Source: an optimization exercise on an open RTL-to-GDS flow (aim: small area). Production flows keep margins and buffers that such runs may drop. In this exercise RTL edits were held to simulation tests only and were not proved equivalent to the original. Power is estimated from default activity; no workload was simulated.

$ cat design/flow/config.mk
export PLATFORM = sky130hd
export DESIGN_NAME = dma_probe
export DESIGN_NICKNAME = dma_probe
export VERILOG_FILES = /design/flow/design.v
export SDC_FILE = /design/flow/constraint.sdc
export NUM_CORES = 4
export LEC_CHECK = 0
export CAP_MARGIN = 20
export CORE_AREA = 5 5 245 245
export DIE_AREA = 0 0 250 250
export PLACE_DENSITY = 0.9
export SLEW_MARGIN = 20
$ cat design/flow/constraint.sdc
create_clock -name core_clock -period 5.0 [get_ports {ap_clk}]
set_input_delay 1.0000 -clock core_clock [delete_from_list [all_inputs] [get_ports {ap_clk}]]
set_output_delay 1.0000 -clock core_clock [all_outputs]
set_load 0.01 [all_outputs]
$ cat design/flow/design.v
`timescale 1ns/1ps
module ctrl_s_axi (
    input  wire        ACLK,
    input  wire        ARESET,
    input  wire [5:0]  AWADDR,
    input  wire        AWVALID,
    output wire        AWREADY,
    input  wire [31:0] WDATA,
    input  wire [3:0]  WSTRB,
    input  wire        WVALID,
    output wire        WREADY,
    output wire [1:0]  BRESP,
    output wire        BVALID,
    input  wire        BREADY,
    input  wire [5:0]  ARADDR,
    input  wire        ARVALID,
    output wire        ARREADY,
    output wire [31:0] RDATA,
    output wire [1:0]  RRESP,
    output wire        RVALID,
    input  wire        RREADY,
    output wire        en,
    output wire [2:0]  sel,
    output wire [16:0] size
);
reg aw_rdy, w_rdy, b_vld;
reg [1:0] wsel;
assign AWREADY = aw_rdy;
assign WREADY  = w_rdy;
assign BVALID  = b_vld;
assign BRESP   = 2'b00;
always @(posedge ACLK) begin
    if (ARESET) begin
        aw_rdy <= 1'b0;
        w_rdy  <= 1'b0;
        b_vld  <= 1'b0;
    end else begin
        aw_rdy <= (aw_rdy & ~AWVALID) | (b_vld & BREADY) | (~aw_rdy & ~w_rdy & ~b_vld);
        w_rdy  <= (aw_rdy & AWVALID) | (w_rdy & ~WVALID);
        b_vld  <= (w_rdy & WVALID) | (b_vld & ~BREADY);
    end
end
wire aw_en   = (AWADDR == 6'h10);
wire aw_sel  = (AWADDR == 6'h18);
wire aw_size = (AWADDR == 6'h20);
always @(posedge ACLK) begin
    if (aw_rdy)
        wsel <= {aw_sel | aw_size, aw_en | aw_sel};
end
wire w_hs = w_rdy & WVALID;
reg        int_en;
reg [2:0]  int_sel;
reg [16:0] int_size;
assign en   = int_en;
assign sel  = int_sel;
assign size = int_size;
always @(posedge ACLK) begin
    if (ARESET)
        int_en <= 1'b0;
    else if (w_hs && wsel == 2'b01 && WSTRB[0])
        int_en <= WDATA[0];
end
always @(posedge ACLK) begin
    if (ARESET)
        int_sel <= 3'd0;
    else if (w_hs && wsel == 2'b11 && WSTRB[0])
        int_sel <= WDATA[2:0];
end
always @(posedge ACLK) begin
    if (ARESET)
        int_size <= 17'd0;
    else if (w_hs && wsel == 2'b10) begin
        if (WSTRB[0]) int_size[7:0]  <= WDATA[7:0];
        if (WSTRB[1]) int_size[15:8] <= WDATA[15:8];
        if (WSTRB[2]) int_size[16]   <= WDATA[16];
    end
end
reg ar_rdy, r_vld;
reg [16:0] rdata;
assign ARREADY = ar_rdy;
assign RVALID  = r_vld;
assign RRESP   = 2'b00;
assign RDATA   = {15'd0, rdata};
always @(posedge ACLK) begin
    if (ARESET) begin
        ar_rdy <= 1'b0;
        r_vld  <= 1'b0;
    end else begin
        ar_rdy <= (ar_rdy & ~ARVALID) | (r_vld & RREADY) | (~ar_rdy & ~r_vld);
        r_vld  <= (ar_rdy & ARVALID) | (r_vld & ~RREADY);
    end
end
wire ar_en   = (ARADDR == 6'h10);
wire ar_sel  = (ARADDR == 6'h18);
wire ar_size = (ARADDR == 6'h20);
always @(posedge ACLK) begin
    if (ar_rdy)
        rdata <= ({17{ar_en}}   & {16'd0, int_en})
               | ({17{ar_sel}}  & {14'd0, int_sel})
               | ({17{ar_size}} & int_size);
end
endmodule
`timescale 1 ns / 1 ps
module probe_core (
    input  wire         clk,
    input  wire         rst_n,
    input  wire         en,
    input  wire [2:0]   sel,
    input  wire [16:0]  size,
    output reg  [16:0]  data_num,
    input  wire [255:0] s_tdata,
    input  wire [7:0]   s_tvalid,
    input  wire [31:0]  s_tkeep,
    input  wire [7:0]   s_tready,       
    output reg  [31:0]  probe_axis_tdata,
    output reg          probe_axis_tvalid,
    output reg          probe_axis_tlast,
    output reg  [3:0]   probe_axis_tkeep,
    input  wire         probe_axis_tready
);
wire [7:0] sel_oh = 8'd1 << sel;
wire [7:0] vsel   = sel_oh & s_tvalid;    
wire t_ready = |(sel_oh & s_tready);
wire t_valid = |vsel;
reg [31:0] t_data;
reg [3:0]  t_nkeep;    
integer i;
always @(*) begin
    t_data  = 32'd0;
    t_nkeep = 4'd0;
    for (i = 0; i < 8; i = i + 1) begin
        t_data  = t_data  | ({32{vsel[i]}} & s_tdata[32*i +: 32]);
        t_nkeep = t_nkeep | ({4{vsel[i]}}  & ~s_tkeep[4*i +: 4]);
    end
end
reg en_q;
reg xfer, done;           
reg [9:0]  wait_lfsr;
wire [9:0] wait_next = {wait_lfsr[8:0], ~(wait_lfsr[9] ^ wait_lfsr[6])};
wire [16:0] last_num = size - 17'd1 - {16'd0, probe_axis_tvalid};
wire start = ~xfer & ~done & en & ~en_q;
wire step  = xfer & probe_axis_tready & t_ready;
wire tmo   = (wait_lfsr == 10'h164);
wire hit   = (|size) & (data_num == last_num);
wire fin   = step & (t_valid ? hit : tmo);
wire last_real = ~wait_lfsr[6];
always @(posedge clk or negedge rst_n) begin
    if (!rst_n)
        en_q <= 1'b0;
    else
        en_q <= en;
end
always @(posedge clk or negedge rst_n) begin
    if (!rst_n) begin
        xfer <= 1'b0;
        done <= 1'b0;
        probe_axis_tvalid <= 1'b0;
        data_num <= 17'd0;
    end else begin
        if (start) begin
            xfer <= 1'b1;
            data_num <= 17'd0;
        end else if (step) begin
            if (fin) begin
                xfer <= 1'b0;
                done <= 1'b1;
            end
            probe_axis_tvalid <= t_valid | tmo;
            if (probe_axis_tvalid)
                data_num <= data_num + 17'd1;
        end else if (done & probe_axis_tready) begin
            done <= 1'b0;
            probe_axis_tvalid <= 1'b0;
            if (last_real)
                data_num <= data_num + 17'd1;
        end
    end
end
always @(posedge clk) begin
    if ((~xfer & ~done) | (step & t_valid))
        wait_lfsr <= 10'd0;
    else if (step)
        wait_lfsr <= wait_next;
end
always @(posedge clk) begin
    if (step) begin
        probe_axis_tdata <= t_data;
        probe_axis_tkeep <= ~t_nkeep;
        probe_axis_tlast <= ~t_valid | hit;
    end
end
endmodule
`timescale 1 ns / 1 ps
module dma_probe (ap_clk,ap_rst_n,s_axi_control_AWVALID,s_axi_control_AWREADY,s_axi_control_AWADDR,s_axi_control_WVALID,s_axi_control_WREADY,s_axi_control_WDATA,s_axi_control_WSTRB,s_axi_control_ARVALID,s_axi_control_ARREADY,s_axi_control_ARADDR,s_axi_control_RVALID,s_axi_control_RREADY,s_axi_control_RDATA,s_axi_control_RRESP,s_axi_control_BVALID,s_axi_control_BREADY,s_axi_control_BRESP,data_num,s0_axis_tdata,s0_axis_tvalid,s0_axis_tlast,s0_axis_tkeep,s0_axis_tready,s1_axis_tdata,s1_axis_tvalid,s1_axis_tlast,s1_axis_tkeep,s1_axis_tready,s2_axis_tdata,s2_axis_tvalid,s2_axis_tlast,s2_axis_tkeep,s2_axis_tready,s3_axis_tdata,s3_axis_tvalid,s3_axis_tlast,s3_axis_tkeep,s3_axis_tready,s4_axis_tdata,s4_axis_tvalid,s4_axis_tlast,s4_axis_tkeep,s4_axis_tready,s5_axis_tdata,s5_axis_tvalid,s5_axis_tlast,s5_axis_tkeep,s5_axis_tready,s6_axis_tdata,s6_axis_tvalid,s6_axis_tlast,s6_axis_tkeep,s6_axis_tready,s7_axis_tdata,s7_axis_tvalid,s7_axis_tlast,s7_axis_tkeep,s7_axis_tready,probe_axis_tdata,probe_axis_tvalid,probe_axis_tlast,probe_axis_tkeep,probe_axis_tready,m0_axis_tdata,m0_axis_tvalid,m0_axis_tlast,m0_axis_tkeep,m0_axis_tready,m1_axis_tdata,m1_axis_tvalid,m1_axis_tlast,m1_axis_tkeep,m1_axis_tready,m2_axis_tdata,m2_axis_tvalid,m2_axis_tlast,m2_axis_tkeep,m2_axis_tready,m3_axis_tdata,m3_axis_tvalid,m3_axis_tlast,m3_axis_tkeep,m3_axis_tready,m4_axis_tdata,m4_axis_tvalid,m4_axis_tlast,m4_axis_tkeep,m4_axis_tready,m5_axis_tdata,m5_axis_tvalid,m5_axis_tlast,m5_axis_tkeep,m5_axis_tready,m6_axis_tdata,m6_axis_tvalid,m6_axis_tlast,m6_axis_tkeep,m6_axis_tready,m7_axis_tdata,m7_axis_tvalid,m7_axis_tlast,m7_axis_tkeep,m7_axis_tready);
parameter width=32;
parameter num=8;
parameter timeout=1000;
localparam C_S_AXI_CONTROL_ADDR_WIDTH=6;
localparam C_S_AXI_CONTROL_DATA_WIDTH=32;
localparam C_S_AXI_CONTROL_WSTRB_WIDTH=(32/8);
input ap_clk;
input ap_rst_n;
input s_axi_control_AWVALID;
output s_axi_control_AWREADY;
input [C_S_AXI_CONTROL_ADDR_WIDTH-1:0] s_axi_control_AWADDR;
input s_axi_control_WVALID;
output s_axi_control_WREADY;
input [C_S_AXI_CONTROL_DATA_WIDTH-1:0] s_axi_control_WDATA;
input [C_S_AXI_CONTROL_WSTRB_WIDTH-1:0] s_axi_control_WSTRB;
input s_axi_control_ARVALID;
output s_axi_control_ARREADY;
input [C_S_AXI_CONTROL_ADDR_WIDTH-1:0] s_axi_control_ARADDR;
output s_axi_control_RVALID;
input s_axi_control_RREADY;
output [C_S_AXI_CONTROL_DATA_WIDTH-1:0] s_axi_control_RDATA;
output [1:0] s_axi_control_RRESP;
output s_axi_control_BVALID;
input s_axi_control_BREADY;
output [1:0] s_axi_control_BRESP;
output [16:0] data_num;
input [width-1:0] s0_axis_tdata;    
input s0_axis_tvalid;
input s0_axis_tlast;
input [width/8-1:0] s0_axis_tkeep;
output s0_axis_tready;
input [width-1:0] s1_axis_tdata;    
input s1_axis_tvalid;
input s1_axis_tlast;
input [width/8-1:0] s1_axis_tkeep;
output s1_axis_tready;
input [width-1:0] s2_axis_tdata;    
input s2_axis_tvalid;
input s2_axis_tlast;
input [width/8-1:0] s2_axis_tkeep;
output s2_axis_tready;
input [width-1:0] s3_axis_tdata;    
input s3_axis_tvalid;
input s3_axis_tlast;
input [width/8-1:0] s3_axis_tkeep;
output s3_axis_tready;
input [width-1:0] s4_axis_tdata;    
input s4_axis_tvalid;
input s4_axis_tlast;
input [width/8-1:0] s4_axis_tkeep;
output s4_axis_tready;
input [width-1:0] s5_axis_tdata;    
input s5_axis_tvalid;
input s5_axis_tlast;
input [width/8-1:0] s5_axis_tkeep;
output s5_axis_tready;
input [width-1:0] s6_axis_tdata;    
input s6_axis_tvalid;
input s6_axis_tlast;
input [width/8-1:0] s6_axis_tkeep;
output s6_axis_tready;
input [width-1:0] s7_axis_tdata;    
input s7_axis_tvalid;
input s7_axis_tlast;
input [width/8-1:0] s7_axis_tkeep;
output s7_axis_tready;
output [width-1:0] probe_axis_tdata;    
output probe_axis_tvalid;
output probe_axis_tlast;
output [width/8-1:0] probe_axis_tkeep;
input probe_axis_tready;
output [width-1:0] m0_axis_tdata;    
output m0_axis_tvalid;
output m0_axis_tlast;
output [width/8-1:0] m0_axis_tkeep;
input m0_axis_tready;
output [width-1:0] m1_axis_tdata;    
output m1_axis_tvalid;
output m1_axis_tlast;
output [width/8-1:0] m1_axis_tkeep;
input m1_axis_tready;
output [width-1:0] m2_axis_tdata;    
output m2_axis_tvalid;
output m2_axis_tlast;
output [width/8-1:0] m2_axis_tkeep;
input m2_axis_tready;
output [width-1:0] m3_axis_tdata;    
output m3_axis_tvalid;
output m3_axis_tlast;
output [width/8-1:0] m3_axis_tkeep;
input m3_axis_tready;
output [width-1:0] m4_axis_tdata;    
output m4_axis_tvalid;
output m4_axis_tlast;
output [width/8-1:0] m4_axis_tkeep;
input m4_axis_tready;
output [width-1:0] m5_axis_tdata;    
output m5_axis_tvalid;
output m5_axis_tlast;
output [width/8-1:0] m5_axis_tkeep;
input m5_axis_tready;
output [width-1:0] m6_axis_tdata;    
output m6_axis_tvalid;
output m6_axis_tlast;
output [width/8-1:0] m6_axis_tkeep;
input m6_axis_tready;
output [width-1:0] m7_axis_tdata;    
output m7_axis_tvalid;
output m7_axis_tlast;
output [width/8-1:0] m7_axis_tkeep;
input m7_axis_tready;
wire [8*width-1:0]   s_tdata  = {s7_axis_tdata,s6_axis_tdata,s5_axis_tdata,s4_axis_tdata,s3_axis_tdata,s2_axis_tdata,s1_axis_tdata,s0_axis_tdata};
wire [num-1:0]       s_tvalid = {s7_axis_tvalid,s6_axis_tvalid,s5_axis_tvalid,s4_axis_tvalid,s3_axis_tvalid,s2_axis_tvalid,s1_axis_tvalid,s0_axis_tvalid};
wire [num-1:0]       s_tlast  = {s7_axis_tlast,s6_axis_tlast,s5_axis_tlast,s4_axis_tlast,s3_axis_tlast,s2_axis_tlast,s1_axis_tlast,s0_axis_tlast};
wire [8*width/8-1:0] s_tkeep  = {s7_axis_tkeep,s6_axis_tkeep,s5_axis_tkeep,s4_axis_tkeep,s3_axis_tkeep,s2_axis_tkeep,s1_axis_tkeep,s0_axis_tkeep};
wire [num-1:0]       m_tready = {m7_axis_tready,m6_axis_tready,m5_axis_tready,m4_axis_tready,m3_axis_tready,m2_axis_tready,m1_axis_tready,m0_axis_tready};
reg [num-1:0]       s_tready_r;
reg [num-1:0]       m_tvalid_r;
reg [8*width-1:0]   m_tdata_r;
reg [num-1:0]       m_tlast_r;
reg [8*width/8-1:0] m_tkeep_r;
always @(posedge ap_clk or negedge ap_rst_n)
  if (!ap_rst_n) begin
    s_tready_r <= 0;
    m_tvalid_r <= 0;
  end else begin
    s_tready_r <= m_tready;
    m_tvalid_r <= s_tvalid;
  end
always @(posedge ap_clk) begin
  m_tdata_r <= s_tdata;
  m_tlast_r <= s_tlast;
  m_tkeep_r <= s_tkeep;
end
assign {s7_axis_tready,s6_axis_tready,s5_axis_tready,s4_axis_tready,s3_axis_tready,s2_axis_tready,s1_axis_tready,s0_axis_tready} = s_tready_r;
assign {m7_axis_tvalid,m6_axis_tvalid,m5_axis_tvalid,m4_axis_tvalid,m3_axis_tvalid,m2_axis_tvalid,m1_axis_tvalid,m0_axis_tvalid} = m_tvalid_r;
assign {m7_axis_tdata,m6_axis_tdata,m5_axis_tdata,m4_axis_tdata,m3_axis_tdata,m2_axis_tdata,m1_axis_tdata,m0_axis_tdata} = m_tdata_r;
assign {m7_axis_tlast,m6_axis_tlast,m5_axis_tlast,m4_axis_tlast,m3_axis_tlast,m2_axis_tlast,m1_axis_tlast,m0_axis_tlast} = m_tlast_r;
assign {m7_axis_tkeep,m6_axis_tkeep,m5_axis_tkeep,m4_axis_tkeep,m3_axis_tkeep,m2_axis_tkeep,m1_axis_tkeep,m0_axis_tkeep} = m_tkeep_r;
wire en;
wire [2:0] sel;
wire [16:0] size;
ctrl_s_axi U_ctrl_s_axi (
  .ACLK(ap_clk),
  .ARESET(!ap_rst_n),
  .AWADDR(s_axi_control_AWADDR),
  .AWVALID(s_axi_control_AWVALID),
  .AWREADY(s_axi_control_AWREADY),
  .WDATA(s_axi_control_WDATA),
  .WSTRB(s_axi_control_WSTRB),
  .WVALID(s_axi_control_WVALID),
  .WREADY(s_axi_control_WREADY),
  .BRESP(s_axi_control_BRESP),
  .BVALID(s_axi_control_BVALID),
  .BREADY(s_axi_control_BREADY),
  .ARADDR(s_axi_control_ARADDR),
  .ARVALID(s_axi_control_ARVALID),
  .ARREADY(s_axi_control_ARREADY),
  .RDATA(s_axi_control_RDATA),
  .RRESP(s_axi_control_RRESP),
  .RVALID(s_axi_control_RVALID),
  .RREADY(s_axi_control_RREADY),
  .en(en),
  .sel(sel),
  .size(size)
);
probe_core U_core (
  .clk(ap_clk),
  .rst_n(ap_rst_n),
  .en(en),
  .sel(sel),
  .size(size),
  .data_num(data_num),
  .s_tdata(s_tdata),
  .s_tvalid(s_tvalid),
  .s_tkeep(s_tkeep),
  .s_tready(s_tready_r),
  .probe_axis_tdata(probe_axis_tdata),
  .probe_axis_tvalid(probe_axis_tvalid),
  .probe_axis_tlast(probe_axis_tlast),
  .probe_axis_tkeep(probe_axis_tkeep),
  .probe_axis_tready(probe_axis_tready)
);
endmodule
$ cat design/flow/flow/run.sh
#!/bin/bash
# The standard layout (standard.sh, standard synthesis unchanged) with two changes:
#  - global placement buffers every input and output port with the smallest buffer,
#    sky130_fd_sc_hd__buf_1, rather than the resizer's default pick;
#  - clock tree synthesis uses clkbuf_8 leaf clusters of at most 16 sinks within 80 um
#    and no dummy loads. The tree is still balanced for the registers it drives.
set -euo pipefail
export BUFFER_PORTS_ARGS="-buffer_cell sky130_fd_sc_hd__buf_1"
export CTS_ARGS="-sink_clustering_enable -repair_clock_nets -dont_use_dummy_load -sink_clustering_size 17 -sink_clustering_max_diameter 80 -buf_list sky130_fd_sc_hd__clkbuf_8"
bash standard.sh synth > synth.log 2>&1
bash standard.sh finish > layout.log 2>&1
$ cat design/flow/standard.sh
#!/bin/bash
# synth_recipe.tcl (not shown) runs the flow's synth.tcl, then flattens the netlist and writes it again
# the make line also repeats each setting of config.mk as NAME=value (left out here)
make -C /OpenROAD-flow-scripts/flow DESIGN_CONFIG=/design/flow/config.mk WORK_HOME=/design/flow/orfs CLKGATE_MAP_FILE= SYNTH_SCRIPT=/design/flow/synth_recipe.tcl "${@:-finish}"
==> flow_metrics.env, run 1 <==
export IMPL_status="no timing/DRC/antenna violations"
export IMPL_grt_overflow=0
export IMPL_fin_nets=2117
export IMPL_drt_iter0_markers=1121
export IMPL_final_antenna_net_count=0
export IMPL_leakagePower_nw=6.05
export IMPL_regArea_um2=9250
export IMPL_power_switching_mw=1.57
export IMPL_die_area_um2=62500
export IMPL_cts_tree="done"
export IMPL_grt_pass1_wl_um=99500
export IMPL_cts_clk_slew_worst_paths_ps=100
export IMPL_crit_slowest_cell="dfxtp_1"
export IMPL_grt_antenna_before_repair=65
export IMPL_maxCapViolations=0
export IMPL_layout_common_cells="buf_1 (739), dfxtp_1 (332), a22oi_1 (108)"
export IMPL_vias=12200
export IMPL_cts_hold_buffers_added=0
export IMPL_hold_viol=0
export IMPL_period_minus_slack_ps=3410
export IMPL_route_detailed_wl_per_inst_um=30.0
export IMPL_startpoint="U_ctrl_s_axi.int_sel[1]$_SDFFE_PN0P_"
export IMPL_final_common_cell="buf_1"
export IMPL_yosysWarningCount=3
export IMPL_synthFlopType="dfxtp_1"
export IMPL_port_buffers=740
export IMPL_via_per_inst=4.80
export IMPL_finalCritPeriodShare=0.683
export IMPL_worstMarginPinSlew_ps=1090
export IMPL_hpwl_um=64300
export IMPL_syn_avg_cell_area_um2=13.0
export IMPL_hp_start="U_ctrl_s_axi.int_en$_SDFFE_PN0P_"
export IMPL_htree_levels=2
export IMPL_gp_congestion=0.962
export IMPL_synth_area_um2=13100
export IMPL_grt_total_usage=0.229
export IMPL_worstSetupPathType="reg2reg"
export IMPL_clockBufferDepth=3
export IMPL_synth_edff_count=56
export IMPL_final_util=0.301
export IMPL_cts_root_buf="clkbuf_8"
export IMPL_grt_use_met3=0.128
export IMPL_grt_setup_unrepaired="false"
export IMPL_path_buf_inv=2
export IMPL_worstSetupEndpointType="flip-flop"
export IMPL_cts_buffers=35
export IMPL_yosys_cell_types_count=66
export IMPL_crit_path_max_fanout=48
export IMPL_synthTopCellsByArea="dfxtp_1 (51%), edfxtp_1 (13%), dfrtp_1 (7.1%)"
export IMPL_p_comb_frac=0.093
export IMPL_syn_instance_count=1007
export IMPL_ys_ff_latch=425
export IMPL_totalWireLength_um=76100
export IMPL_multi_input_comb_area_um2=3580
export IMPL_p_int_mw=4.43
export IMPL_rows=88
export IMPL_critPathTopFamily="buffers and inverters"
export IMPL_required_ps=5490
export IMPL_clock_latency_ps=620
export IMPL_ys_async_sr_fraction=0.0871
export IMPL_initial_utilization=0.228
export IMPL_path_cells="mux2i_1, mux4_2, a21oi_4, buf_4, inv_1, a21oi_1, o21ai_1, a21o_1"
export IMPL_setup_tns_final_ps=0
export IMPL_max_stage_delay_ps=900
export IMPL_areaGrowthSynthToFinish_pct=31.9
export IMPL_dieWidth_um=250
export IMPL_worstPathArrival_ps=3900
export IMPL_io_pins=776
export IMPL_grt_pass1_vias=11800
export IMPL_setup_viol_count_final=0
export IMPL_fmax_mhz=293
export IMPL_finClkSkew_ps=83.9
export IMPL_post_cts_resized=0
export IMPL_maxSlewViolCount=0
export IMPL_hold_class="reg2reg"
export IMPL_synth_top_cell_area_share=0.508
export IMPL_met2_usage=0.345
export IMPL_holdWs_ps=423
export IMPL_drive_gt1_frac=0.0413
export IMPL_layout_setup_ws_ps=1590
export IMPL_r2r_start="U_ctrl_s_axi.int_sel[1]$_SDFFE_PN0P_"
export IMPL_seq_area_frac_synth=0.707
export IMPL_post_cts_setup_buffers=0
export IMPL_die_h_um=250
export IMPL_post_place_ws_ps=1530
export IMPL_vdd_drop_max_mv=0.224
export IMPL_startpoint_type="flip-flop"
export IMPL_grt_use_met1=0.263
export IMPL_drcViolationCount=0
export IMPL_power_total_mw=6.00
export IMPL_synth_largest_area_cell="dfxtp_1"
export IMPL_relSlewSlack=0.274
export IMPL_swShare=0.261
export IMPL_grt_busiest_layer="met2"
export IMPL_grt_max_degree=49
export IMPL_clkPwrFrac=0.287
export IMPL_seqPwrFrac=0.619
export IMPL_powerDensity_nw_per_um2=347
export IMPL_fillerInstances=5973
export IMPL_firstDrtPassIters=8
export IMPL_core_area_um2=57400
export IMPL_cts_sinks=425
-- final cells by class --
type                            instances  area share
Clock buffer                           35      0.0279
Timing Repair Buffer                  753       0.167
Antenna cell                           32     0.00464
Tap cell                              765      0.0554
Inverter                                7     0.00152
Multi-Input combinational cell        524       0.207
Sequential cell                       425       0.536
-- power groups by stage --
stage / clock [mW] / combinational, mW / sequential, mW
floorplan: 0 / 0.109 / 3.85
global placement: 0 / 0.545 / 3.78
detailed placement: 0 / 0.554 / 3.79
CTS: 1.77 / 0.556 / 3.71
global route: 1.88 / 0.592 / 3.73
finish: 1.72 / 0.559 / 3.72
-- synth_stat cells, types with 3 or more instances --
| master | n |
|---|---|
| a21boi_0 | 21 |
| a21oi_1 | 8 |
| buf_4 | 21 |
| mux2i_1 | 17 |
| and2_1 | 14 |
| nor4b_1 | 5 |
| nor2b_1 | 8 |
| and4_1 | 3 |
| ha_1 | 3 |
| nor3b_1 | 5 |
| xnor2_1 | 20 |
| nand2b_1 | 6 |
| dfrtp_1 | 37 |
| xor2_1 | 15 |
| edfxtp_1 | 56 |
| dfxtp_1 | 332 |
| nand2_1 | 42 |
| o221ai_1 | 3 |
| a22o_1 | 11 |
| nand4_1 | 31 |
| a22oi_1 | 108 |
| o22ai_1 | 14 |
| nand3_1 | 44 |
| o21ai_0 | 4 |
| nor4_1 | 8 |
| nor2_1 | 41 |
| and3_1 | 4 |
| clkbuf_1 | 46 |
| nand4b_1 | 4 |
| nor3_1 | 12 |
| inv_1 | 7 |
| nand3b_1 | 3 |
| a221oi_1 | 11 |
-- sequential cells by signal, summed over array words and instances, names as in the netlist, 4 cells and up --
name,count
m_tdata_r,256
U_core.probe_axis_tdata,32
m_tkeep_r,32
U_core.data_num,17
U_ctrl_s_axi.int_size,17
U_ctrl_s_axi.rdata,17
U_core.wait_lfsr,10
m_tlast_r,8
m_tvalid_r,8
s_tready_r,8
U_core.probe_axis_tkeep,4
-- cells by family after synthesis --
group / share of synthesized area
flip-flops: 0.707
AND/OR/NAND/NOR: 0.102
AO/OA/AOI/OAI: 0.115
buffers and inverters: 0.0280
XOR/XNOR: 0.0252
multiplexers: 0.0193
adder cells (fa/ha/maj): 0.00287
other: 0.000286
-- final timing paths --
check                      slack (ps)                             end  cells past startpoint
hold / removal                    420           U_core.en_q$_DFF_PN0_                      0
hold reg to reg                   420           U_core.en_q$_DFF_PN0_                      0
setup reg to reg                 1590         U_core.xfer$_DFFE_PN0P_                      8
setup / recovery                 1590         U_core.xfer$_DFFE_PN0P_                      8
min in group asynchronous         550  U_core.data_num[8]$_DFFE_PN0P_                      1
max in group asynchronous        3650         s_tready_r[7]$_DFF_PN0_                      2
-- routing by layer --
layer | vias to the layer above | part of all wire
met1 | 5846 | 0.35
met4 | 30 | 0.059
li1 | 5117 | -
met2 | 956 | 0.43
met5 | - | 0.0027
met3 | 246 | 0.16
-- worst reg2reg max path, delay by kind of cell, from the launching register on --
family	cells	cell delay [ps]
buffers and inverters	2	970
muxes	2	720
AOI/OAI and AO/OA	4	750
DFF	1	900
-- metrics by stage --
step / instances / instance area [um^2]
2_1_floorplan: 1025 / 13200
3_3_place_gp: 2474 / 16700
3_5_place_dp: 2474 / 16700
4_1_cts: 2509 / 17200
5_1_grt: 2522 / 17200
6_report: 2541 / 17300
==> run 2: changes to the inputs <==
--- a/design/flow/flow/run.sh
+++ b/design/flow/flow/run.sh
@@ -7,5 +7,5 @@
 set -euo pipefail
 export BUFFER_PORTS_ARGS="-buffer_cell sky130_fd_sc_hd__buf_1"
-export CTS_ARGS="-sink_clustering_enable -repair_clock_nets -dont_use_dummy_load -sink_clustering_size 17 -sink_clustering_max_diameter 80 -buf_list sky130_fd_sc_hd__clkbuf_8"
+export CTS_ARGS="-sink_clustering_enable -repair_clock_nets -dont_use_dummy_load -sink_clustering_size 16 -sink_clustering_max_diameter 80 -buf_list sky130_fd_sc_hd__clkbuf_8"
 bash standard.sh synth > synth.log 2>&1
 bash standard.sh finish > layout.log 2>&1
--- a/design/flow/config.mk
+++ b/design/flow/config.mk
@@ -9,4 +9,4 @@
 export CORE_AREA = 5 5 245 245
 export DIE_AREA = 0 0 250 250
-export PLACE_DENSITY = 0.9
+export PLACE_DENSITY = 0.95
 export SLEW_MARGIN = 20
==> flow_metrics.env, run 2 <==
export IMPL_status="no timing/DRC/antenna violations"
export IMPL_grt_pass1_wl_um=97700
export IMPL_wl_met2_um=33000
export IMPL_synthTopCellsByArea="dfxtp_1 (51%), edfxtp_1 (13%), dfrtp_1 (7.1%)"
export IMPL_initial_utilization=0.228
export IMPL_holdWs_ps=422
export IMPL_synth_compound_area_frac=0.115
export IMPL_max_stage_delay_ps=870
export IMPL_dr_wl_met3_um=11100
export IMPL_startpoint_type="flip-flop"
export IMPL_syn_instance_count=1007
export IMPL_top_layer="met5"
export IMPL_post_place_ws_ps=1760
export IMPL_largest_reg_flops=256
export IMPL_synth_edff_count=56
export IMPL_cts_sinks=425
export IMPL_htree_levels=2
export IMPL_seq_area_frac_synth=0.707
export IMPL_finalCritPeriodShare=0.646
export IMPL_finClkSkew_ps=108
export IMPL_synth_top_family_by_area="compound AO/OA/AOI/OAI gates"
export IMPL_period_minus_slack_ps=3230
export IMPL_drt_iter0_markers=1058
export IMPL_crit_slowest_cell="dfxtp_1"
export IMPL_grt_pass1_vias=11900
export IMPL_final_common_cell="buf_1"
export IMPL_worstMarginPinSlew_ps=1060
export IMPL_clock_latency_ps=650
export IMPL_final_antenna_net_count=0
export IMPL_syn_avg_cell_area_um2=13.0
export IMPL_die_h_um=250
export IMPL_post_cts_resized=0
export IMPL_synth_simple_area_share=0.102
export IMPL_synth_largest_area_cell="dfxtp_1"
export IMPL_yosys_cell_types_count=66
export IMPL_clockBufferDepth=3
export IMPL_io_pins=776
export IMPL_fin_cells=2538
export IMPL_dpl_cell_count=2475
export IMPL_synth_area_um2=13100
export IMPL_synth_top_cell_area_share=0.508
export IMPL_ys_async_sr_fraction=0.0871
export IMPL_layout_setup_ws_ps=1770
export IMPL_relSlewSlack=0.291
export IMPL_port_buffers=740
export IMPL_grt_overflow=0
export IMPL_critPathTopFamily="multiplexers"
export IMPL_top_regs="m_tdata_r (256), U_core.probe_axis_tdata (32), m_tkeep_r (32)"
export IMPL_firstDrtPassIters=6
export IMPL_vdd_drop_max_mv=0.231
export IMPL_cts_buffers=36
export IMPL_grt_max_degree=38
export IMPL_worstSetupEndpointType="flip-flop"
export IMPL_yosysMostFrequentCell="dfxtp_1"
export IMPL_setup_tns_final_ps=0
export IMPL_worstSetupPathType="reg2reg"
export IMPL_post_cts_setup_buffers=0
export IMPL_grt_setup_unrepaired="false"
export IMPL_fillerInstances=5968
export IMPL_cts_clk_slew_worst_paths_ps=110
export IMPL_drt_met1_wl_um=26500
export IMPL_vias=12300
export IMPL_synth_commonest_cells="dfxtp_1 (332), a22oi_1 (108), edfxtp_1 (56)"
export IMPL_required_ps=5430
export IMPL_layout_common_cells="buf_1 (739), dfxtp_1 (332), a22oi_1 (108)"
export IMPL_gp_congestion=0.996
export IMPL_path_cells="mux2i_1, mux4_2, a21oi_4, buf_4, mux2i_1, nor3_1, xnor2_1, nor2_1"
export IMPL_maxSlewViolCount=0
export IMPL_fin_nets=2119
export IMPL_synth_xor_area_share=0.0252
export IMPL_grt_total_usage=0.224
export IMPL_worstPathArrival_ps=3660
export IMPL_via_per_inst=4.84
export IMPL_regMostFlops="m_tdata_r"
export IMPL_hold_viol=0
export IMPL_hpwl_um=63300
export IMPL_cts_tree="done"
export IMPL_hold_class="reg2reg"
export IMPL_cts_hold_buffers_added=0
export IMPL_crit_top_cell="mux2i_1"
export IMPL_die_area_um2=62500
export IMPL_core_area_um2=57400
export IMPL_dieWidth_um=250
export IMPL_drcViolationCount=0
export IMPL_leakagePower_nw=6.06
export IMPL_path_buf_inv=1
export IMPL_areaGrowthSynthToFinish_pct=31.9
export IMPL_ys_ff_latch=425
export IMPL_cts_root_buf="clkbuf_8"
export IMPL_powerDensity_nw_per_um2=349
export IMPL_synthFlopType="dfxtp_1"
export IMPL_totalWireLength_um=74900
export IMPL_fmax_mhz=310
export IMPL_power_total_mw=6.02
export IMPL_grt_antenna_before_repair=70
export IMPL_drive_gt1_frac=0.0424
export IMPL_rows=88
export IMPL_crit_path_max_fanout=26
export IMPL_synth_mux_area_frac=0.0193
export IMPL_setup_viol_count_final=0
export IMPL_route_detailed_wl_per_inst_um=29.5
export IMPL_synthAdderAreaFrac=0.00287
export IMPL_yosysWarningCount=3
export IMPL_maxCapViolations=0
-- run 2: cell count changes in the layout (fill, tap and decap cells not counted), sizes merged --
cell    delta
diode      -5
clkbuf     +2
-- run 2: worst paths after layout --
path                            slack (ps)                         endpoint                                  from  cells past startpoint
worst min register to register         420            U_core.en_q$_DFF_PN0_      U_ctrl_s_axi.int_en$_SDFFE_PN0P_                      0
worst max register to register        1770  U_core.data_num[14]$_DFFE_PN0P_  U_ctrl_s_axi.int_sel[1]$_SDFFE_PN0P_                      8
min in group asynchronous              430  U_core.data_num[16]$_DFFE_PN0P_                              ap_rst_n                      1
max in group asynchronous             3660          s_tready_r[5]$_DFF_PN0_                              ap_rst_n                      2
worst min-delay path                   420            U_core.en_q$_DFF_PN0_      U_ctrl_s_axi.int_en$_SDFFE_PN0P_                      0
worst max-delay path                  1770  U_core.data_num[14]$_DFFE_PN0P_  U_ctrl_s_axi.int_sel[1]$_SDFFE_PN0P_                      8
-- run 2: where the power goes --
group | internal (mW) | switching [mW] | leakage [nW]
clock | 0.646 | 1.10 | 0.259
combinational | 0.176 | 0.391 | 2.00
sequential | 3.63 | 0.0729 | 3.79
-- run 2: area by class of cell --
class	instances	area, um^2	share of cell area
Antenna cell	27	67.6	0.00391
Clock buffer	36	495	0.0287
Sequential cell	425	9250	0.536
Tap cell	765	957	0.0554
Timing Repair Buffer	754	2880	0.167
Multi-Input combinational cell	524	3580	0.208
Inverter	7	26.3	0.00152
-- run 2: cells by family (layout without fill, tap and decap cells) --
logic type / after synthesis / in the layout
DFF: 425 / 425
AOI/OAI and AO/OA: 200 / 200
buffers and inverters: 76 / 797
and+or+nand+nor: 244 / 244
xor gates and xnor gates: 36 / 36
adders and majority gates: 3 / 3
other: 1 / 46
muxes: 22 / 22
-- run 2: stage by stage --
step / util / area (um^2)
floorplan: - / 13200
global placement: 0.291 / 16700
detailed placement: 0.291 / 16700
CTS: 0.300 / 17200
global route: 0.301 / 17200
finish: 0.301 / 17300
-- run 2: metal layers --
metal	GRT usage	up-vias
li1	-	5121
met1	0.248	5876
met2	0.346	1001
met3	0.130	243
met4	0.107	32
met5	0	-
-- run 2: worst register-to-register path: cells and delay by family, from the launching register on --
family                 cells  cell delay (ps)
multiplexers               3             1320
AO/OA/AOI/OAI              1              140
buffers and inverters      1              410
AND/OR/NAND/NOR            2              200
flip-flops                 1              870
XOR/XNOR                   1              170
==> run 3: changes to the inputs <==
--- a/design/flow/config.mk
+++ b/design/flow/config.mk
@@ -9,4 +9,4 @@
 export CORE_AREA = 5 5 245 245
 export DIE_AREA = 0 0 250 250
-export PLACE_DENSITY = 0.95
+export PLACE_DENSITY = 0.9
 export SLEW_MARGIN = 20
==> flow_metrics.env, run 3 <==
export IMPL_grt_pass1_vias=11800
export IMPL_post_cts_setup_buffers=0
export IMPL_dieWidth_um=250
export IMPL_crit_slowest_cell="dfxtp_1"
export IMPL_synth_commonest_cells="dfxtp_1 (332), a22oi_1 (108), edfxtp_1 (56)"
export IMPL_crit_path_max_fanout=48
export IMPL_worstPathArrival_ps=3910
export IMPL_cts_sinks=425
export IMPL_hpwl_um=64300
export IMPL_drive_gt1_frac=0.0418
export IMPL_vdd_drop_max_mv=0.221
export IMPL_post_cts_resized=0
export IMPL_holdWs_ps=416
export IMPL_fmax_mhz=291
export IMPL_setup_tns_final_ps=0
export IMPL_setup_viol_count_final=0
export IMPL_final_util=0.301
export IMPL_yosys_cell_types_count=66
export IMPL_fin_nets=2118
export IMPL_synth_top_cell_area_share=0.508
export IMPL_io_pins=776
export IMPL_path_cells="mux2i_1, mux4_2, a21oi_4, buf_4, inv_1, o22ai_2, nor2_1"
export IMPL_power_total_mw=6.02
export IMPL_hold_class="reg2reg"
export IMPL_worst_r2r_setup_slack_ps=1570
export IMPL_cts_hold_buffers_added=0
export IMPL_die_h_um=250
export IMPL_seq_area_frac_synth=0.707
export IMPL_ys_ff_latch=425
export IMPL_regMostFlops="m_tdata_r"
export IMPL_syn_avg_cell_area_um2=13.0
export IMPL_grt_antenna_before_repair=67
export IMPL_period_minus_slack_ps=3430
export IMPL_grt_max_degree=49
export IMPL_syn_instance_count=1007
export IMPL_areaGrowthSynthToFinish_pct=32.0
export IMPL_worstSetupPathType="reg2reg"
export IMPL_worstMarginPinSlew_ps=1060
export IMPL_ys_async_sr_fraction=0.0871
export IMPL_firstDrtPassIters=6
export IMPL_initial_utilization=0.228
export IMPL_powerDensity_nw_per_um2=348
export IMPL_yosysMostFrequentCell="dfxtp_1"
export IMPL_maxCapViolations=0
export IMPL_synth_edff_count=56
export IMPL_cts_tree="done"
export IMPL_layout_setup_ws_ps=1570
export IMPL_top_regs="m_tdata_r (256), U_core.probe_axis_tdata (32), m_tkeep_r (32)"
export IMPL_rows=88
export IMPL_grt_overflow=0
export IMPL_largest_reg_flops=256
export IMPL_gp_congestion=0.962
export IMPL_finClkSkew_ps=71.5
export IMPL_grt_total_usage=0.229
export IMPL_yosysWarningCount=3
export IMPL_htree_levels=2
export IMPL_relSlewSlack=0.297
export IMPL_cts_clk_slew_worst_paths_ps=100
export IMPL_startpoint_type="flip-flop"
export IMPL_core_area_um2=57400
export IMPL_clock_latency_ps=610
export IMPL_leakagePower_nw=6.05
export IMPL_final_antenna_net_count=0
export IMPL_maxSlewViolCount=0
export IMPL_cts_root_buf="clkbuf_8"
export IMPL_grt_setup_unrepaired="false"
export IMPL_synth_largest_area_cell="dfxtp_1"
export IMPL_vias=12300
export IMPL_port_buffers=740
export IMPL_totalWireLength_um=76200
export IMPL_cts_buffers=36
export IMPL_grt_pass1_wl_um=99600
export IMPL_worstSetupEndpointType="flip-flop"
export IMPL_required_ps=5480
export IMPL_max_stage_delay_ps=930
export IMPL_finalCritPeriodShare=0.687
export IMPL_via_per_inst=4.82
export IMPL_die_area_um2=62500
export IMPL_route_detailed_wl_per_inst_um=29.9
export IMPL_synth_area_um2=13100
export IMPL_drt_iter0_markers=1205
export IMPL_final_common_cell="buf_1"
export IMPL_clockBufferDepth=3
export IMPL_status="no timing/DRC/antenna violations"
export IMPL_drcViolationCount=0
export IMPL_synthFlopType="dfxtp_1"
export IMPL_hold_viol=0
export IMPL_post_place_ws_ps=1530
export IMPL_layout_common_cells="buf_1 (739), dfxtp_1 (332), a22oi_1 (108)"
export IMPL_synthTopCellsByArea="dfxtp_1 (51%), edfxtp_1 (13%), dfrtp_1 (7.1%)"
-- run 3: cell counts after synthesis --
Identical to the previous run, type by type.
-- run 3: where the power goes --
part / internal, mW / switching (mW)
registers: 3.63 / 0.0860
clock network: 0.647 / 1.09
logic: 0.175 / 0.386
-- run 3: final cells by class --
class,count,area [um^2]
inverters,7,26.3
flip-flops and latches,425,9250
repair buffers,753,2890
well taps,765,957
fillers,5978,40100
diodes,34,85.1
multi-input cells,524,3580
clock buffers,36,495
-- run 3: logic make-up (layout without fill, tap and decap cells) --
kind of cell | after synthesis | after routing | share of synthesized area
other | 1 | 53 | 0.000286
XOR/XNOR | 36 | 36 | 0.0252
adder cells (fa/ha/maj) | 3 | 3 | 0.00287
flip-flops | 425 | 425 | 0.707
buffers and inverters | 76 | 796 | 0.0280
AO/OA/AOI/OAI | 200 | 200 | 0.115
AND/OR/NAND/NOR | 244 | 244 | 0.102
multiplexers | 22 | 22 | 0.0193
-- run 3: critical path: cells and delay by family (launching register included) --
| family | cells | cell delay [ps] |
|---|---|---|
| AOI/OAI and AO/OA | 2 | 640 |
| buffers and inverters | 2 | 960 |
| DFF | 1 | 930 |
| muxes | 2 | 710 |
| and+or+nand+nor | 1 | 100 |
-- run 3: final timing paths --
path	cells past startpoint	endpoint	from
hold reg to reg	0	U_core.en_q$_DFF_PN0_	U_ctrl_s_axi.int_en$_SDFFE_PN0P_
setup / recovery	7	U_core.wait_lfsr[8]$_SDFFE_PP0P_	U_ctrl_s_axi.int_sel[1]$_SDFFE_PN0P_
min in group asynchronous	1	U_core.data_num[0]$_DFFE_PN0P_	ap_rst_n
hold / removal	0	U_core.en_q$_DFF_PN0_	U_ctrl_s_axi.int_en$_SDFFE_PN0P_
setup reg to reg	7	U_core.wait_lfsr[8]$_SDFFE_PP0P_	U_ctrl_s_axi.int_sel[1]$_SDFFE_PN0P_
max in group asynchronous	2	s_tready_r[7]$_DFF_PN0_	ap_rst_n
-- run 3: layer usage --
layer / up-vias / GRT usage / routed length, um
met5: - / 0 / 198
met4: 28 / 0.111 / 4490
met3: 247 / 0.135 / 12100
met2: 984 / 0.346 / 32700
met1: 5881 / 0.259 / 26700
li1: 5127 / - / -
-- run 3: metrics by stage --
step	cell area, um^2	instances
finish	17300	2544
global route	17200	2525
CTS	17200	2510
detailed placement	16700	2474
global placement	16700	2474
floorplan	13200	1025
==> run 4: changes to the inputs <==
--- a/design/flow/flow/run.sh
+++ b/design/flow/flow/run.sh
@@ -7,5 +7,5 @@
 set -euo pipefail
 export BUFFER_PORTS_ARGS="-buffer_cell sky130_fd_sc_hd__buf_1"
-export CTS_ARGS="-sink_clustering_enable -repair_clock_nets -dont_use_dummy_load -sink_clustering_size 16 -sink_clustering_max_diameter 80 -buf_list sky130_fd_sc_hd__clkbuf_8"
+export CTS_ARGS="-sink_clustering_enable -repair_clock_nets -dont_use_dummy_load -sink_clustering_size 16 -sink_clustering_max_diameter 90 -buf_list sky130_fd_sc_hd__clkbuf_8"
 bash standard.sh synth > synth.log 2>&1
 bash standard.sh finish > layout.log 2>&1
==> flow_metrics.env, run 4 <==
export IMPL_dpl_cell_count=2474
export IMPL_hp_start="U_ctrl_s_axi.int_en$_SDFFE_PN0P_"
export IMPL_hold_path_cell_count=0
export IMPL_hold_class="reg2reg"
export IMPL_totalWireLength_um=76100
export IMPL_r2r_start="U_ctrl_s_axi.int_sel[1]$_SDFFE_PN0P_"
export IMPL_fmax_mhz=290
export IMPL_holdPathEnd="U_core.en_q$_DFF_PN0_"
export IMPL_maxSlewViolCount=0
export IMPL_maxCapViolations=0
export IMPL_cts_root_buf="clkbuf_8"
export IMPL_clock_latency_ps=610
export IMPL_cts_buffers=34
export IMPL_gp_congestion=0.962
export IMPL_dieWidth_um=250
export IMPL_ys_ff_latch=425
export IMPL_required_ps=5470
export IMPL_layout_setup_ws_ps=1550
export IMPL_worstSetupEndpointType="flip-flop"
export IMPL_finalCritPeriodShare=0.690
export IMPL_powerDensity_nw_per_um2=347
export IMPL_final_antenna_net_count=0
export IMPL_final_common_cell="buf_1"
export IMPL_period_minus_slack_ps=3450
export IMPL_synth_area_um2=13100
export IMPL_initial_utilization=0.228
export IMPL_synth_top_cell_area_share=0.508
export IMPL_yosysWarningCount=3
export IMPL_rows=88
export IMPL_largest_reg_flops=256
export IMPL_grt_setup_unrepaired="false"
export IMPL_fin_cells=2543
export IMPL_vdd_drop_max_mv=0.207
export IMPL_yosysMostFrequentCell="dfxtp_1"
export IMPL_grt_max_degree=49
export IMPL_synthTopCellsByArea="dfxtp_1 (51%), edfxtp_1 (13%), dfrtp_1 (7.1%)"
export IMPL_clockBufferDepth=3
export IMPL_grt_total_usage=0.229
export IMPL_htree_levels=2
export IMPL_post_place_ws_ps=1530
export IMPL_synth_largest_area_cell="dfxtp_1"
export IMPL_port_buffers=740
export IMPL_seq_area_frac_synth=0.707
export IMPL_relSlewSlack=0.286
export IMPL_regMostFlops="m_tdata_r"
export IMPL_drive_gt1_frac=0.0407
export IMPL_post_cts_setup_buffers=0
export IMPL_worst_r2r_setup_slack_ps=1550
export IMPL_cts_hold_buffers_added=0
export IMPL_status="no timing/DRC/antenna violations"
export IMPL_grt_pass1_wl_um=99400
export IMPL_cts_clk_slew_worst_paths_ps=110
export IMPL_leakagePower_nw=6.04
export IMPL_vias=12100
export IMPL_drt_iter0_markers=1154
export IMPL_finClkSkew_ps=74.3
export IMPL_crit_path_max_fanout=48
export IMPL_io_pins=776
export IMPL_timing_rr_end="U_core.wait_lfsr[8]$_SDFFE_PP0P_"
export IMPL_yosys_cell_types_count=66
export IMPL_firstDrtPassIters=5
export IMPL_hold_viol=0
export IMPL_startpoint_type="flip-flop"
export IMPL_worstPathArrival_ps=3920
export IMPL_cts_tree="done"
export IMPL_die_area_um2=62500
export IMPL_grt_overflow=0
export IMPL_grt_antenna_before_repair=67
export IMPL_setup_tns_final_ps=0
export IMPL_holdWs_ps=439
export IMPL_via_per_inst=4.78
export IMPL_syn_instance_count=1007
export IMPL_ys_async_sr_fraction=0.0871
export IMPL_die_h_um=250
export IMPL_grt_pass1_vias=11800
export IMPL_hpwl_um=64300
export IMPL_synthFlopType="dfxtp_1"
export IMPL_fin_nets=2116
export IMPL_synth_commonest_cells="dfxtp_1 (332), a22oi_1 (108), edfxtp_1 (56)"
export IMPL_post_cts_resized=0
export IMPL_synth_edff_count=56
export IMPL_r2r_cells=7
export IMPL_drcViolationCount=0
export IMPL_top_regs="m_tdata_r (256), U_core.probe_axis_tdata (32), m_tkeep_r (32)"
export IMPL_areaGrowthSynthToFinish_pct=31.8
export IMPL_worstMarginPinSlew_ps=1070
export IMPL_core_area_um2=57400
export IMPL_cts_sinks=425
export IMPL_layout_common_cells="buf_1 (739), dfxtp_1 (332), a22oi_1 (108)"
export IMPL_worstSetupPathType="reg2reg"
export IMPL_syn_avg_cell_area_um2=13.0
export IMPL_route_detailed_wl_per_inst_um=29.9
export IMPL_setup_viol_count_final=0
## run 4: worst max path at each step
stage	startpoint	to	cells past startpoint
floorplan	s_axi_control_ARADDR[1]	U_ctrl_s_axi.rdata[9]$_DFFE_PP_	4
global placement	U_ctrl_s_axi.int_sel[1]$_SDFFE_PN0P_	U_core.wait_lfsr[7]$_SDFFE_PP0P_	7
detailed placement	U_ctrl_s_axi.int_sel[1]$_SDFFE_PN0P_	U_core.wait_lfsr[8]$_SDFFE_PP0P_	7
CTS	U_ctrl_s_axi.int_sel[1]$_SDFFE_PN0P_	U_core.wait_lfsr[8]$_SDFFE_PP0P_	7
global route	U_ctrl_s_axi.int_sel[1]$_SDFFE_PN0P_	U_core.wait_lfsr[6]$_SDFFE_PP0P_	7
finish	U_ctrl_s_axi.int_sel[1]$_SDFFE_PN0P_	U_core.wait_lfsr[8]$_SDFFE_PP0P_	7
## run 4: layout make-up
cell class / count / area (um^2)
fillers: 5987 / 40100
multi-input cells: 524 / 3580
flip-flops and latches: 425 / 9250
repair buffers: 753 / 2890
clock buffers: 34 / 468
well taps: 765 / 957
inverters: 7 / 26.3
diodes: 35 / 87.6
## run 4: where the power goes
part	leakage [nW]	internal [mW]	switching, mW
combinational	2.00	0.175	0.385
clock	0.245	0.614	1.10
sequential	3.79	3.63	0.0860
## run 4: worst max-delay path, cell delays in order, from the launching register on
cell	delay (ps)
dfxtp_1	920
mux2i_1	180
mux4_2	540
a21oi_4	240
buf_4	750
inv_1	210
o22ai_2	400
nor2_1	100
## run 4: kinds of logic (layout without fill, tap and decap cells)
family / after synthesis / after routing / share of synthesized area
buffers and inverters: 76 / 794 / 0.0280
muxes: 22 / 22 / 0.0193
other: 1 / 54 / 0.000286
and+or+nand+nor: 244 / 244 / 0.102
xor gates and xnor gates: 36 / 36 / 0.0252
DFF: 425 / 425 / 0.707
AOI/OAI and AO/OA: 200 / 200 / 0.115
adders and majority gates: 3 / 3 / 0.00287
## run 4: per-stage QoR
stage | instance area (um^2) | utilization | power, mW
floorplan | 13200 | - | 3.96
global placement | 16700 | 0.291 | 4.33
detailed placement | 16700 | 0.291 | 4.34
CTS | 17200 | 0.299 | 6.02
global route | 17200 | 0.300 | 6.19
finish | 17300 | 0.301 | 5.99
## run 4: per-layer routing
| layer | wire length, um | vias to the layer above | global-route usage |
|---|---|---|---|
| met1 | 26400 | 5732 | 0.257 |
| met4 | 4550 | 30 | 0.115 |
| li1 | - | 5125 | - |
| met5 | 215 | - | 0 |
| met3 | 12400 | 249 | 0.138 |
| met2 | 32500 | 1012 | 0.343 |

[re-timing with driven ports]
No port has a modelled driver above. Below, the same layouts with a new extraction and two added sets of constraints.
Step 1: set_driving_cell puts a clkbuf_16 on ap_clk and a buf_2 on each other input, an assumption about the parent block.
Step 2 adds t to the input delays and takes it off the output delays; t is the mean of the earliest and latest rising clock arrival at the registers after step 1. Input paths then give back, and output paths get back, about the clock's delay inside the block.
a / b / c = ideal / step 1 / step 2; a / b = the first two.
| run | t (ns) | slack for setup (ns) | cell pins on the clock port's net |
|---|---|---|---|
| run 1 | 0.635 | 1.587 / 1.587 / 1.587 | 1 |
| run 2 | 0.637 | 1.772 / 1.772 / 1.772 | 1 |
| run 3 | 0.629 | 1.565 / 1.565 / 1.565 | 1 |
| run 4 | 0.629 | 1.551 / 1.551 / 1.551 | 1 |
After both steps setup and hold are still met in every run listed.
